Context: an optimization exercise on an open-source flow, tuned for small area, a short achievable clock period and few clock cycles per item. The choices shown serve that exercise and are no tape-out recipe.
Where RTL was checked, it was by simulation tests only, not by an equivalence proof against the original.
The flow treats the clock pin as an ideal source, which a real chip does not have.
Power is estimated from default activity; no workload was simulated.

// apb_master
module apb_master(
  input pclk,
  input preset,
  input [31:0]paddr,
  input pwrite,
  input [2:0]pprot,
  input [31:0]pwdata,
  input [3:0]pstrb,
  output reg [31:0]prdata,
  output pslverr,
  output reg penable,
  output reg [3:0]psel,
  output reg pready
);
Settings: LEC_CHECK=0, CAP_MARGIN=20, CORE_MARGIN=2, CORE_UTILIZATION=60, CTS_CLUSTER_DIAMETER=100, CTS_CLUSTER_SIZE=30, PLACE_DENSITY=0.7, SETUP_SLACK_MARGIN=2.0, SLEW_MARGIN=20, SYNTH_HIERARCHICAL=1, SYNTH_MINIMUM_KEEP_SIZE=0; clock period 8.0 ns.
run.sh (not shown) runs the stock make flow with config.mk's settings and CLKGATE_MAP_FILE= SYNTH_SCRIPT=/design/flow/synth_recipe.tcl, a recipe that flattens the netlist after the stock synthesis.
The baseline went through all stages and came out clean.
Rerun with:
==> flow/flow/run.sh (new file) <==
#!/bin/bash
# Layout: the standard flow, with the resizer allowed to change a cell's
# footprint (drive strength) while repairing timing.
set -euo pipefail
bash standard.sh MATCH_CELL_FOOTPRINT=0 finish > standard_flow.log 2>&1
==> flow/standard.sh (new file) <==
#!/bin/bash
# synth_recipe.tcl (not shown) runs the flow's synth.tcl, then flattens the netlist and writes it again
# the make line also repeats each setting of config.mk as NAME=value (left out here)
make -C /OpenROAD-flow-scripts/flow DESIGN_CONFIG=/design/flow/config.mk WORK_HOME=/design/flow/orfs CLKGATE_MAP_FILE= SYNTH_SCRIPT=/design/flow/synth_recipe.tcl "${@:-finish}"
- CORE_UTILIZATION: 60 -> 45
- CTS_CLUSTER_DIAMETER: 100 -> not set
- CTS_CLUSTER_SIZE: 30 -> not set
- PLACE_DENSITY: 0.7 -> 0.6
removed: flow/run.sh
The changed run completed without violations.
Wire length increases by about 5%.
Sequential power hardly moves.
Total power went up by about 26%.
Flip-flop and latch count is unchanged.
Cell area climbs by about 5.4%.
Worst setup slack degrades by 0.13 ns.
Non-clock buffer count fell by 115.
Rerun with:
==> flow/flow/run.sh (replaced) <==
#!/bin/bash
# Layout: the standard flow, with longer timing repair after CTS
# (flow/post_cts.tcl, sourced at the end of ORFS's CTS step).
set -euo pipefail
here=$(pwd)
bash standard.sh POST_CTS_TCL=$here/flow/post_cts.tcl finish > standard_flow.log 2>&1
==> flow/flow/post_cts.tcl (new file) <==
# Extra setup repair after CTS: the standard call stops after a fixed number of
# passes while the in-to-out paths are still improving.
estimate_parasitics -placement
for {set i 0} {$i < 4} {incr i} {
  log_cmd repair_timing -setup -setup_margin 3.0 -repair_tns 100 \
    -max_passes 5000 -verbose
  detailed_placement
  estimate_parasitics -placement
}
check_placement -verbose
report_worst_slack -max
- CORE_UTILIZATION: 45 -> 60
- CTS_CLUSTER_DIAMETER: not set -> 100
- CTS_CLUSTER_SIZE: not set -> 30
- PLACE_DENSITY: 0.6 -> 0.7
The changed run passed the timing, design-rule and antenna checks.
Non-clock buffer count rose by 175.
Setup slack improved by 0.11 ns.
Sequential power barely changes.
Rerun with:
==> flow/run.sh (new file) <==
#!/bin/bash
# synth_recipe.tcl (not shown) runs the flow's synth.tcl, then flattens the netlist and writes it again
# the make line also repeats each setting of config.mk as NAME=value (left out here)
make -C /OpenROAD-flow-scripts/flow DESIGN_CONFIG=/design/flow/config.mk WORK_HOME=/design/flow/orfs CLKGATE_MAP_FILE= SYNTH_SCRIPT=/design/flow/synth_recipe.tcl finish
- CORE_UTILIZATION: 60 -> 45
- CTS_CLUSTER_DIAMETER: 100 -> not set
- CTS_CLUSTER_SIZE: 30 -> not set
- PLACE_DENSITY: 0.7 -> 0.6
removed: flow/flow/run.sh
removed: flow/flow/post_cts.tcl
removed: flow/standard.sh
After rerunning: Cell area is higher by 5.4%. Global-route usage is lower by 7.2 points. Non-clock buffer count is lower by 112. Maximum frequency is lower by 1.3%. Count of clock-buffer cells in the layout is higher by 309. Synthesized cell count does not change.
Function was not checked in any run of this note: the RTL went through the layout flow alone.

* * *

apb_master, a different RTL version from the one above (not shown whole).
Size in the first run: about 8400 cells after synthesis, about 110 I/O pins.
clock: 8.0 ns
lec_check: 0
cap_margin: 20
core_margin: 2
core_utilization: 70
cts_cluster_diameter: 100
cts_cluster_size: 30
place_density: 0.8
setup_slack_margin: 2.0
slew_margin: 20
synth_hierarchical: 1
synth_minimum_keep_size: 0
standard.sh (not shown) runs the stock make flow with config.mk's settings and CLKGATE_MAP_FILE= SYNTH_SCRIPT=/design/flow/synth_recipe.tcl, a recipe that flattens the netlist after the stock synthesis.
==> flow/flow/run.sh <==
#!/bin/bash
# Layout: the standard flow. Synthesis runs unchanged; the later steps
# buffer the ports with plain buffers (which the resizer can size), keep the
# resizer off the low-power clock inverters and delay cells
# (flow/dont_use.txt: the platform's own list plus those), and weight the
# timing-critical nets more in global placement.
set -euo pipefail
bash standard.sh synth > synth.log 2>&1
du="$(cat flow/dont_use.txt)"
bash standard.sh "BUFFER_PORTS_ARGS=-buffer_cell sky130_fd_sc_hd__buf_4" \
  "DONT_USE_CELLS=$du" \
  "GLOBAL_PLACEMENT_ARGS=-timing_driven_net_weight_max 5 -timing_driven_nets_percentage 30" \
  finish > layout.log 2>&1
Other scripts of this flow, unchanged in this note and not shown: flow/flow/dont_use.txt
Testbench counts at the start, summed over its fixed seeds: cycles 12,000, items 12,000.
Change:
==> flow/flow/run.sh (replaced) <==
#!/bin/bash
# Layout: the standard flow. Synthesis runs unchanged; the later steps
# buffer the ports with plain buffers (which the resizer can size) and keep
# the resizer off the low-power clock inverters and delay cells
# (flow/dont_use.txt: the platform's own list plus those).
set -euo pipefail
bash standard.sh synth > synth.log 2>&1
du="$(cat flow/dont_use.txt)"
bash standard.sh "BUFFER_PORTS_ARGS=-buffer_cell sky130_fd_sc_hd__buf_4" \
  "DONT_USE_CELLS=$du" finish > layout.log 2>&1
- CTS_CLUSTER_SIZE: 30 -> 25
Outcome: Routed wire length hardly moves. Power is higher by 2.3%. Worst hold slack gains 0.055 ns. Die area is unchanged.

separate check: timing with driven ports:
Ports are ideal in the flow. The routed layouts listed here were re-timed in OpenROAD. Step 1 assumes that a clkbuf_16 drives the clock port and a buf_2 every other input. Step 2 also shifts input and output timing later by t, the mid clock arrival at the registers, as if the neighbouring blocks saw the same clock. Three values: ideal, step 1, step 2; two values: the first two.
run | t, ns | slack for setup (ns) | worst setup path at the end | clock arrival spread, ns | slew at the worst register clock pin (ns)
the first run of note 1 | 0.966 | 1.572 / 1.513 / 1.513 | input to output | 0.062 / 0.061 | 0.12 / 0.12
the second run of note 1 | 1.060 | 1.440 / 1.275 / 1.275 | input to output | 0.075 / 0.074 | 0.07 / 0.07
the third run of note 1 | 0.972 | 1.550 / 1.493 / 1.493 | input to output | 0.056 / 0.056 | 0.12 / 0.12
the fourth run of note 1 | 1.055 | 1.468 / 1.264 / 1.264 | input to output | 0.075 / 0.074 | 0.07 / 0.07
the first run of note 2 | 0.948 | 1.862 / 1.814 / 1.814 | input to output | 0.034 / 0.035 | 0.12 / 0.12
the second run of note 2 | 0.956 | 1.896 / 1.842 / 1.842 | input to output | 0.045 / 0.044 | 0.10 / 0.10
After both steps setup and hold are still met in every run listed. For the fourth run of note 1, which loses most, drivers alone change the setup slack by -0.204 ns; drivers and shift together by -0.204 ns.
